This is an optimization exercise on Yosys and OpenROAD, whose aim is small area, a short achievable clock period and few clock cycles per item, not a production implementation. Function was checked by simulation only, so behaviour that the tests miss may differ from the original. Power is estimated from default activity; no workload was simulated.

## flow/run.sh

```bash
#!/bin/bash
# synth_recipe.tcl (not shown) runs the flow's synth.tcl, then flattens the netlist and writes it again
# the make line also repeats each setting of config.mk as NAME=value (left out here)
make -C /OpenROAD-flow-scripts/flow DESIGN_CONFIG=/design/flow/config.mk WORK_HOME=/design/flow/orfs CLKGATE_MAP_FILE= SYNTH_SCRIPT=/design/flow/synth_recipe.tcl finish
```

## flow/config.mk

```make
export PLATFORM = sky130hd
export DESIGN_NAME = mkMACBuff
export DESIGN_NICKNAME = mkMACBuff
export VERILOG_FILES = /design/flow/design.v
export SDC_FILE = /design/flow/constraint.sdc
export NUM_CORES = 4
export LEC_CHECK = 0
export CAP_MARGIN = 20
export CORE_MARGIN = 2
export CORE_UTILIZATION = 40
export SLEW_MARGIN = 20
```

## flow/constraint.sdc

```tcl
create_clock -name core_clock -period 4.5 [get_ports {CLK}]
set_input_delay 0.9000 -clock core_clock [delete_from_list [all_inputs] [get_ports {CLK}]]
set_output_delay 0.9000 -clock core_clock [all_outputs]
set_load 0.01 [all_outputs]
```

## flow/design.v

```verilog
module multiplier_800M_16b(
    CLK, RST_N,
    EN, input0, input1, 
    stage1_occupied,
    stage2_occupied,
    stage3_occupied,
    VALID_output, output_val
    );
input CLK, RST_N;
input EN;
input [15:0] input0, input1;
output stage1_occupied, stage2_occupied, stage3_occupied;
output VALID_output;
output [31:0] output_val;
localparam ZERO_8b = 8'd0;
reg stage1_occupied_reg;
wire [7:0] partials_4bmult [15:0];
reg [7:0] stage1_regs [15:0];
assign partials_4bmult[0] = input0[3:0] * input1[3:0];
assign partials_4bmult[1] = input0[3:0] * input1[7:4];
assign partials_4bmult[2] = input0[3:0] * input1[11:8];
assign partials_4bmult[3] = input0[3:0] * input1[15:12];
assign partials_4bmult[4] = input0[7:4] * input1[3:0];
assign partials_4bmult[5] = input0[7:4] * input1[7:4];
assign partials_4bmult[6] = input0[7:4] * input1[11:8];
assign partials_4bmult[7] = input0[7:4] * input1[15:12];
assign partials_4bmult[8] = input0[11:8] * input1[3:0];
assign partials_4bmult[9] = input0[11:8] * input1[7:4];
assign partials_4bmult[10] = input0[11:8] * input1[11:8];
assign partials_4bmult[11] = input0[11:8] * input1[15:12];
assign partials_4bmult[12] = input0[15:12] * input1[3:0];
assign partials_4bmult[13] = input0[15:12] * input1[7:4];
assign partials_4bmult[14] = input0[15:12] * input1[11:8];
assign partials_4bmult[15] = input0[15:12] * input1[15:12];
always @(posedge CLK) begin
    if (~RST_N) begin
        stage1_occupied_reg <= 1'b0;
        stage1_regs[0] <= ZERO_8b;
        stage1_regs[1] <= ZERO_8b;
        stage1_regs[2] <= ZERO_8b;
        stage1_regs[3] <= ZERO_8b;
        stage1_regs[4] <= ZERO_8b;
        stage1_regs[5] <= ZERO_8b;
        stage1_regs[6] <= ZERO_8b;
        stage1_regs[7] <= ZERO_8b;
        stage1_regs[8] <= ZERO_8b;
        stage1_regs[9] <= ZERO_8b;
        stage1_regs[10] <= ZERO_8b;
        stage1_regs[11] <= ZERO_8b;
        stage1_regs[12] <= ZERO_8b;
        stage1_regs[13] <= ZERO_8b;
        stage1_regs[14] <= ZERO_8b;
        stage1_regs[15] <= ZERO_8b;
    end
    else begin
        stage1_occupied_reg <= EN;
        if (EN) begin
            stage1_regs[0] <= partials_4bmult[0];
            stage1_regs[1] <= partials_4bmult[1];
            stage1_regs[2] <= partials_4bmult[2];
            stage1_regs[3] <= partials_4bmult[3];
            stage1_regs[4] <= partials_4bmult[4];
            stage1_regs[5] <= partials_4bmult[5];
            stage1_regs[6] <= partials_4bmult[6];
            stage1_regs[7] <= partials_4bmult[7];
            stage1_regs[8] <= partials_4bmult[8];
            stage1_regs[9] <= partials_4bmult[9];
            stage1_regs[10] <= partials_4bmult[10];
            stage1_regs[11] <= partials_4bmult[11];
            stage1_regs[12] <= partials_4bmult[12];
            stage1_regs[13] <= partials_4bmult[13];
            stage1_regs[14] <= partials_4bmult[14];
            stage1_regs[15] <= partials_4bmult[15];
        end
    end
end
reg stage2_occupied_reg;
wire [31:0] partials_add1 [3:0];
reg [31:0] stage2_regs [3:0];
assign partials_add1[0] = {24'd0, stage1_regs[0]} + {20'd0, stage1_regs[1], 4'd0} + {16'd0, stage1_regs[2], 8'd0} + {12'd0, stage1_regs[3], 12'd0};
assign partials_add1[1] = {20'd0, stage1_regs[4], 4'd0} + {16'd0, stage1_regs[5], 8'd0} + {12'd0, stage1_regs[6], 12'd0} + {8'd0, stage1_regs[7], 16'd0};
assign partials_add1[2] = {16'd0, stage1_regs[8], 8'd0} + {12'd0, stage1_regs[9], 12'd0} + {8'd0, stage1_regs[10], 16'd0} + {4'd0, stage1_regs[11], 20'd0};
assign partials_add1[3] = {12'd0, stage1_regs[12], 12'd0} + {8'd0, stage1_regs[13], 16'd0} + {4'd0, stage1_regs[14], 20'd0} + {stage1_regs[15], 24'd0};
always @(posedge CLK) begin
    if (~RST_N) begin
        stage2_occupied_reg <= 1'b0;
        stage2_regs[3] <= 32'd0;
        stage2_regs[2] <= 32'd0;
        stage2_regs[1] <= 32'd0;
        stage2_regs[0] <= 32'd0;
    end
    else begin
        stage2_occupied_reg <= stage1_occupied;
        if (stage1_occupied) begin
            stage2_regs[3] <= partials_add1[3];
            stage2_regs[2] <= partials_add1[2];
            stage2_regs[1] <= partials_add1[1];
            stage2_regs[0] <= partials_add1[0];
        end
    end
end
reg stage3_occupied_reg;
wire [31:0] partials_add2 [1:0];
reg [31:0] stage3_regs[1:0];
assign partials_add2[0] = stage2_regs[0] + stage2_regs[1];
assign partials_add2[1] = stage2_regs[2] + stage2_regs[3];
always @(posedge CLK) begin
    if (~RST_N) begin
        stage3_occupied_reg <= 1'b0;
        stage3_regs[0] <= 32'd0;
        stage3_regs[1] <= 32'd0;
    end
    else begin
        stage3_occupied_reg <= stage2_occupied;
        if (stage2_occupied) begin
            stage3_regs[0] <= partials_add2[0];
            stage3_regs[1] <= partials_add2[1];
        end
    end
end
reg stage4_occupied_reg;
wire [31:0] final_sum;
reg [31:0] output_val_reg;
assign final_sum = stage3_regs[0] + stage3_regs[1];
always @(posedge CLK) begin
    if (~RST_N) begin
        stage4_occupied_reg <= 1'b0;
        output_val_reg <= 32'd0;
    end
    else begin
        stage4_occupied_reg <= stage3_occupied;
        if (stage3_occupied) begin
            output_val_reg <= final_sum;
        end
    end
end
assign stage1_occupied = stage1_occupied_reg;
assign stage2_occupied = stage2_occupied_reg;
assign stage3_occupied = stage3_occupied_reg;
assign VALID_output = stage4_occupied_reg;
assign output_val = output_val_reg;
endmodule: multiplier_800M_16b
module mkMACBuff (
    input  CLK, 
    input  RST_N,
    input  EN_mac,
    output RDY_mac,
    input  [15:0] mac_vectA_0,
    input  [15:0] mac_vectB_0,
    input  [15:0] mac_vectA_1,
    input  [15:0] mac_vectB_1,
    input  [15:0] mac_vectA_2,
    input  [15:0] mac_vectB_2,
    input  [15:0] mac_vectA_3,
    input  [15:0] mac_vectB_3,
    output EN_writeMem,
    output [5:0] writeMem_addr,
    output [33:0] writeMem_val,
    input  EN_blockRead,
    output RDY_blockRead,
    output EN_readMem,
    output [5:0] readMem_addr,
    input  [33:0] readMem_val,
    output VALID_memVal,
    output [33:0] memVal_data
);
    localparam N = 33;
    logic        mult0_VALID_output;
    logic [31:0] mult0_output_val;
    logic        mult0_stage1_occupied, mult0_stage2_occupied, mult0_stage3_occupied;
    logic        mult1_VALID_output;
    logic [31:0] mult1_output_val;
    logic        mult1_stage1_occupied, mult1_stage2_occupied, mult1_stage3_occupied;
    logic        mult2_VALID_output;
    logic [31:0] mult2_output_val;
    logic        mult2_stage1_occupied, mult2_stage2_occupied, mult2_stage3_occupied;
    logic        mult3_VALID_output;
    logic [31:0] mult3_output_val;
    logic        mult3_stage1_occupied, mult3_stage2_occupied, mult3_stage3_occupied;
    logic        result_EN_readMem_int;
    logic [31:0] stage1_prod0, stage1_prod1, stage1_prod2, stage1_prod3;
    logic        stage1_valid;
    always_ff @(posedge CLK or negedge RST_N) begin
        if (!RST_N) begin
            stage1_prod0 <= 32'h0;
            stage1_prod1 <= 32'h0;
            stage1_prod2 <= 32'h0;
            stage1_prod3 <= 32'h0;
            stage1_valid <= 1'b0;
        end else begin
            if (mult0_VALID_output) begin
                stage1_prod0 <= mult0_output_val;
                stage1_prod1 <= mult1_output_val;
                stage1_prod2 <= mult2_output_val;
                stage1_prod3 <= mult3_output_val;
                stage1_valid <= 1'b1;
            end else begin
                stage1_valid <= 1'b0;
            end
        end
    end
    logic [32:0] stage2_sum01, stage2_sum23;
    logic        stage2_valid;
    always_ff @(posedge CLK or negedge RST_N) begin
        if (!RST_N) begin
            stage2_sum01 <= 33'h0;
            stage2_sum23 <= 33'h0;
            stage2_valid <= 1'b0;
        end else begin
            if (stage1_valid) begin
                stage2_sum01 <= {1'b0, stage1_prod0} + {1'b0, stage1_prod1};
                stage2_sum23 <= {1'b0, stage1_prod2} + {1'b0, stage1_prod3};
                stage2_valid <= 1'b1;
            end else begin
                stage2_valid <= 1'b0;
            end
        end
    end
    logic [33:0] stage3_result;
    logic        stage3_valid;
    always_ff @(posedge CLK or negedge RST_N) begin
        if (!RST_N) begin
            stage3_result <= 34'h0;
            stage3_valid  <= 1'b0;
        end else begin
            if (stage2_valid) begin
                stage3_result <= {1'b0, stage2_sum01} + {1'b0, stage2_sum23};
                stage3_valid  <= 1'b1;
            end else begin
                stage3_valid  <= 1'b0;
            end
        end
    end
    logic [6:0]  result_write_count;
    logic [5:0]  result_read_count;
    typedef enum logic [1:0] {
        IDLE    = 2'b00,
        WRITING = 2'b01,
        FULL    = 2'b10,
        READING = 2'b11
    } state_t;
    state_t current_state, next_state;
    always_ff @(posedge CLK or negedge RST_N) begin
        if (!RST_N) begin
            current_state <= IDLE;
        end else begin
            current_state <= next_state;
        end
    end
    always_comb begin
        next_state = current_state;
        case (current_state)
            IDLE:    if (EN_mac) next_state = WRITING;
            WRITING: if (result_write_count == 7'd63 && stage3_valid) next_state = FULL;
            FULL:    if (EN_blockRead) next_state = READING;
            READING: if (result_read_count == 6'd63 && result_EN_readMem_int) next_state = IDLE;
            default: next_state = IDLE;
        endcase
    end
    always_ff @(posedge CLK or negedge RST_N) begin
        if (!RST_N) begin
            result_write_count <= 7'd0;
        end else begin
            if (current_state == IDLE || current_state == READING)
                result_write_count <= 7'd0;
            else if (stage3_valid && result_write_count < 7'd64)
                result_write_count <= result_write_count + 7'd1;
        end
    end
    always_ff @(posedge CLK or negedge RST_N) begin
        if (!RST_N) begin
            result_read_count <= 6'd0;
        end else begin
            if (current_state == FULL)
                result_read_count <= 6'd0;
            else if (current_state == READING && result_EN_readMem_int)
                result_read_count <= result_read_count + 6'd1;
        end
    end
    logic [6:0]  mac_issue_count;
    always_ff @(posedge CLK or negedge RST_N) begin
        if (!RST_N) begin
            mac_issue_count <= 7'd0;
        end else begin
            if (current_state == FULL || current_state == READING)
                mac_issue_count <= 7'd0;
            else if (EN_mac && RDY_mac)
                mac_issue_count <= mac_issue_count + 7'd1;
        end
    end
    assign RDY_mac = (current_state == IDLE || current_state == WRITING) &&
                     (mac_issue_count < 7'd64);
    assign RDY_blockRead = (current_state == FULL);
    assign EN_writeMem   = stage3_valid && (current_state == WRITING);
    assign writeMem_addr = result_write_count[5:0];
    assign writeMem_val  = stage3_result;
    assign result_EN_readMem_int = (current_state == READING);
    assign EN_readMem   = result_EN_readMem_int;
    assign readMem_addr = result_read_count;
    logic VALID_memVal_reg;
    logic VALID_memVal_reg2;
    logic [33:0] memVal_data_reg;
    always_ff @(posedge CLK or negedge RST_N) begin
        if (!RST_N) begin
            VALID_memVal_reg  <= 1'b0;
            VALID_memVal_reg2 <= 1'b0;
            memVal_data_reg   <= 34'h0;
        end else begin
            VALID_memVal_reg  <= result_EN_readMem_int;
            VALID_memVal_reg2 <= VALID_memVal_reg;
            memVal_data_reg   <= readMem_val;
        end
    end
    assign VALID_memVal = VALID_memVal_reg2;
    assign memVal_data  = memVal_data_reg;
    logic [15:0] mac_vectA_0_reg, mac_vectB_0_reg;
    logic [15:0] mac_vectA_1_reg, mac_vectB_1_reg;
    logic [15:0] mac_vectA_2_reg, mac_vectB_2_reg;
    logic [15:0] mac_vectA_3_reg, mac_vectB_3_reg;
    logic        EN_mac_reg;
    always_ff @(posedge CLK or negedge RST_N) begin
        if (!RST_N) begin
            mac_vectA_0_reg <= 16'h0;
            mac_vectB_0_reg <= 16'h0;
            mac_vectA_1_reg <= 16'h0;
            mac_vectB_1_reg <= 16'h0;
            mac_vectA_2_reg <= 16'h0;
            mac_vectB_2_reg <= 16'h0;
            mac_vectA_3_reg <= 16'h0;
            mac_vectB_3_reg <= 16'h0;
            EN_mac_reg      <= 1'b0;
        end else begin
            if (EN_mac) begin
                mac_vectA_0_reg <= mac_vectA_0;
                mac_vectB_0_reg <= mac_vectB_0;
                mac_vectA_1_reg <= mac_vectA_1;
                mac_vectB_1_reg <= mac_vectB_1;
                mac_vectA_2_reg <= mac_vectA_2;
                mac_vectB_2_reg <= mac_vectB_2;
                mac_vectA_3_reg <= mac_vectA_3;
                mac_vectB_3_reg <= mac_vectB_3;
                EN_mac_reg      <= 1'b1;
            end else begin
                EN_mac_reg <= 1'b0;
            end
        end
    end
    multiplier_800M_16b mult_inst_0 (
        .CLK(CLK),
        .RST_N(RST_N),
        .EN(EN_mac_reg),
        .input0(mac_vectA_0_reg),
        .input1(mac_vectB_0_reg),
        .stage1_occupied(mult0_stage1_occupied),
        .stage2_occupied(mult0_stage2_occupied),
        .stage3_occupied(mult0_stage3_occupied),
        .VALID_output(mult0_VALID_output),
        .output_val(mult0_output_val)
    );
    multiplier_800M_16b mult_inst_1 (
        .CLK(CLK),
        .RST_N(RST_N),
        .EN(EN_mac_reg),
        .input0(mac_vectA_1_reg),
        .input1(mac_vectB_1_reg),
        .stage1_occupied(mult1_stage1_occupied),
        .stage2_occupied(mult1_stage2_occupied),
        .stage3_occupied(mult1_stage3_occupied),
        .VALID_output(mult1_VALID_output),
        .output_val(mult1_output_val)
    );
    multiplier_800M_16b mult_inst_2 (
        .CLK(CLK),
        .RST_N(RST_N),
        .EN(EN_mac_reg),
        .input0(mac_vectA_2_reg),
        .input1(mac_vectB_2_reg),
        .stage1_occupied(mult2_stage1_occupied),
        .stage2_occupied(mult2_stage2_occupied),
        .stage3_occupied(mult2_stage3_occupied),
        .VALID_output(mult2_VALID_output),
        .output_val(mult2_output_val)
    );
    multiplier_800M_16b mult_inst_3 (
        .CLK(CLK),
        .RST_N(RST_N),
        .EN(EN_mac_reg),
        .input0(mac_vectA_3_reg),
        .input1(mac_vectB_3_reg),
        .stage1_occupied(mult3_stage1_occupied),
        .stage2_occupied(mult3_stage2_occupied),
        .stage3_occupied(mult3_stage3_occupied),
        .VALID_output(mult3_VALID_output),
        .output_val(mult3_output_val)
    );
endmodule
```

==> results.txt <==
* Outcome: finished clean
* H-tree depth at 4
* Area of the mapped netlist at ~110000 um^2
* Sequential share of the synthesized area at between 30% and 40%
* Power consumption at around 45 mW
* Slew headroom at a little under a quarter
* Final hold slack at 360 ps
* Row cnt at 189
* Tmin final at 4070 ps
* Worst-path fanout max at 3
* Fin util at a little under half
* Initial antenna violation count at 3
* Asr flop ratio synth at 26.2%
* GR Util met2 at about a third
* Finished Cell Area at around 120000 um^2
* CP Class: reg -> reg
* Class of the worst hold path: reg -> reg
* Clk latency of the worst-skew pair at approximately 860 ps
* Total negative slack at 0 ps
* Vert. Die Dim at between 500 and 600 um
* Max-slew violation count at 0
* Core Area at approximately 270000 um^2
* First-pass GRT wire length at roughly 440 mm
* Vias post-DR at between 70000 and 80000
* Finished Layout Cells at about 15000
* Netlist cell types at 90
* Initial core utilization at 40.2%
* CP startpoint kind: flip-flop
* CTS tree: built
* Gate Count Post-Synth at 11484
* Maximum vdd drop at roughly 0.29 mV
* Req. time, crit path at between 5000 and 6000 ps
* Wirelength per Cell at around 18 um
* Busiest grt layer: met2
* Leak Pwr at roughly 57 nW
* Pin count of the biggest net entering global routing at roughly 210
* PnR worst setup slack at around 430 ps
* WP data arrival at ~4800 ps
* Ports at around 250
* CTS max path bufs at 4
* Full die area at around 270000 um^2
* Worst slew pin tran at 1160 ps
* Worst reg2reg startpoint: mult_inst_0.stage1_regs[9][0]$_SDFFE_PN0P_
* Syn_nets at 13353
* Worst Skew at roughly 46 ps
* Final period util at about 90%
* RePlAce Congestion at a little under 0.9
* Final WL at ~280 mm
* Number of global-route vias before repair at slightly above 80000
* Layout cells sized above 1 at between 6 and 7%
* # nets final at 13410
* Place WS at about 440 ps
* Fmax at ~250 MHz
* Worst Setup SP: mult_inst_0.stage1_regs[9][0]$_SDFFE_PN0P_
* DRT antenna net count at 0
* All-Layer GR Usage at just over 20%
* Pre-antenna DRT Iters at 6
* Crit. End Element: flip-flop
* Clock Tree Root: clkbuf_16
* Port buffer count at 250
* PwrDens at between 300 and 400 nW/um^2
* Area grow syn2layout at 12.0%
* Fillers at about 25000
* Hpwl dp at about 200 mm
* CTS Sinks at 1594
* Post-DP Area at roughly 110000 um^2
* Dpl cells at about 15000
* Most used DFF post-synth: dfxtp_1
* Setup-failing EPs final at 0
* Synth warnings at 5
* FF+latch count, synth at ~1600
* EDFF count, synth at 0
* Clock transition at path regs at about 60 ps
* RSZ-0062 raised after global routing: false
* Met3 usage at under 10%
* Total gr overflow at 0
* Hold Fails Final Rpt at 0
* Vias per cell at between 5 and 6
* DRC at 0
* Inserted Clock Buffers at 196
* Max cap viols at 0
* Die Wd at between 500 and 600 um
* Initial DRC count at roughly 4600
* Syn_area_per_cell at a little over 9 um^2
* Hold_sp: VALID_memVal_reg$_DFF_PN0_
* Met1 Usage GRT at 28.1%
[worst paths after layout]
| kind | slack [ps] | endpoint | depth (start not counted) |
|---|---|---|---|
| setup / recovery | 430 | mult_inst_0.stage2_regs[2][27]$_SDFFE_PN0P_ | 18 |
| hold / removal | 360 | VALID_memVal_reg2$_DFF_PN0_ | 0 |
| setup reg to reg | 430 | mult_inst_0.stage2_regs[2][27]$_SDFFE_PN0P_ | 18 |
| hold reg to reg | 360 | VALID_memVal_reg2$_DFF_PN0_ | 0 |
| max in group asynchronous | 2260 | memVal_data_reg[1]$_DFF_PN0_ | 4 |
| min in group asynchronous | 490 | mac_vectB_0_reg[9]$_DFFE_PN0P_ | 2 |
[cells in the mapped netlist (152+ instances only)]
library cell / number / area (um^2)
ha_1: 1384 / 17300
nor2_1: 1303 / 4890
dfxtp_1: 1176 / 23500
nand2_1: 751 / 2820
mux2i_1: 716 / 7170
a21oi_1: 707 / 3540
inv_1: 662 / 2480
xnor2_1: 579 / 5070
and2_1: 574 / 3590
clkbuf_1: 445 / 1670
dfrtp_1: 418 / 10500
fa_1: 319 / 6390
mux2_2: 317 / 3570
o21ai_0: 313 / 1570
a21o_1: 261 / 1960
nand3_1: 188 / 941
xor2_1: 161 / 1410
a211oi_1: 152 / 1140
[placed cells by master (no fill, tap or decap), types with 248 or more instances in the layout]
cell type        instances
mux2i_1                716
a21oi_1                706
dfxtp_1               1172
fa_1                   319
xnor2_1                579
nand2_1                749
and2_1                 574
a21o_1                 261
nor2_1                1301
mux2_2                 317
dfrtp_1                416
ha_1                  1384
inv_1                  660
clkdlybuf4s50_1        248
o21ai_0                313
[cell type report]
| class | count | area (um^2) | share of cell area (%) |
|---|---|---|---|
| Antenna cell | 6 | 15.0 | 0.0126 |
| Clock buffer | 283 | 5880 | 4.91 |
| Clock inverter | 66 | 793 | 0.663 |
| Inverter | 665 | 2510 | 2.10 |
| Multi-Input combinational cell | 8722 | 68400 | 57.2 |
| Sequential cell | 1594 | 34000 | 28.4 |
| Tap cell | 3533 | 4420 | 3.70 |
| Timing Repair Buffer | 362 | 3610 | 3.02 |
[metal layers]
layer / wire (um) / share of wire, %
met5: 13 / 0.0047
met4: 6110 / 2.2
met3: 11100 / 4.0
met2: 126000 / 46
met1: 133000 / 48
[timing repair]
item                       in CTS  in global routing
hold endpoints to repair        5                  0
setup buffers                   0                  0
setup endpoints to repair       0                  1
gates resized for setup         0                  2
hold buffers                    1                  0
[cell families after synthesis]
family | Yosys count | synth area share (%)
AND/OR/NAND/NOR | 3345 | 14.6
AO/OA/AOI/OAI | 1900 | 11.1
adder cells (fa/ha/maj) | 1703 | 22.2
flip-flops | 1594 | 31.9
buffers and inverters | 1168 | 4.13
multiplexers | 1034 | 10.1
XOR/XNOR | 740 | 6.07
[power breakdown]
| group | internal (mW) | switching (mW) | leakage (nW) |
|---|---|---|---|
| sequential | 15.4 | 1.59 | 15.0 |
| combinational | 5.28 | 6.12 | 38.6 |
| clock | 9.91 | 6.45 | 3.28 |
[worst max-delay path: stages, from the launching register on]
cell and delay (ps):
dfxtp_1 310, ha_1 220, fa_1 410, a21o_1 170
a21oi_1 260, nor2_1 110, xor2_1 160, ha_1 320
inv_1 60, fa_1 430, nor2b_1 150, o21ai_0 110
a21boi_0 250, o21ai_0 130, a21boi_0 230, o21ai_0 140
a21oi_1 190, xnor2_1 150, o21ai_0 90
Testbench counts, summed over its fixed seeds: cycles 26,336, items 12,288.

port drivers added, routing unchanged:
How much do the figures lean on ideal ports? The routed layout below was timed once more, with nothing changed but the port constraints.
Step 1: set_driving_cell puts a clkbuf_16 on CLK and a buf_2 on each other input, an assumption about the parent block.
Step 2 adds t to the input delays and takes it off the output delays; t is the mean of the earliest and latest rising clock arrival at the registers after step 1. Input paths then give back, and output paths get back, about the clock's delay inside the block.
a / b / c = no drivers / after step 1 / after step 2; a / b = the first two.
shift t [ns]: 0.926
slack for setup (ns): 0.433 / 0.433 / 0.433
worst hold slack (ns): 0.360 / 0.360 / 0.360
slew at the worst register clock pin (ns): 0.07 / 0.07
cell pins on the clock port's net: 1
After both steps this run still meets setup and hold. The setup slack of this run moves by 0.000 ns with the drivers and by 0.000 ns with both steps.
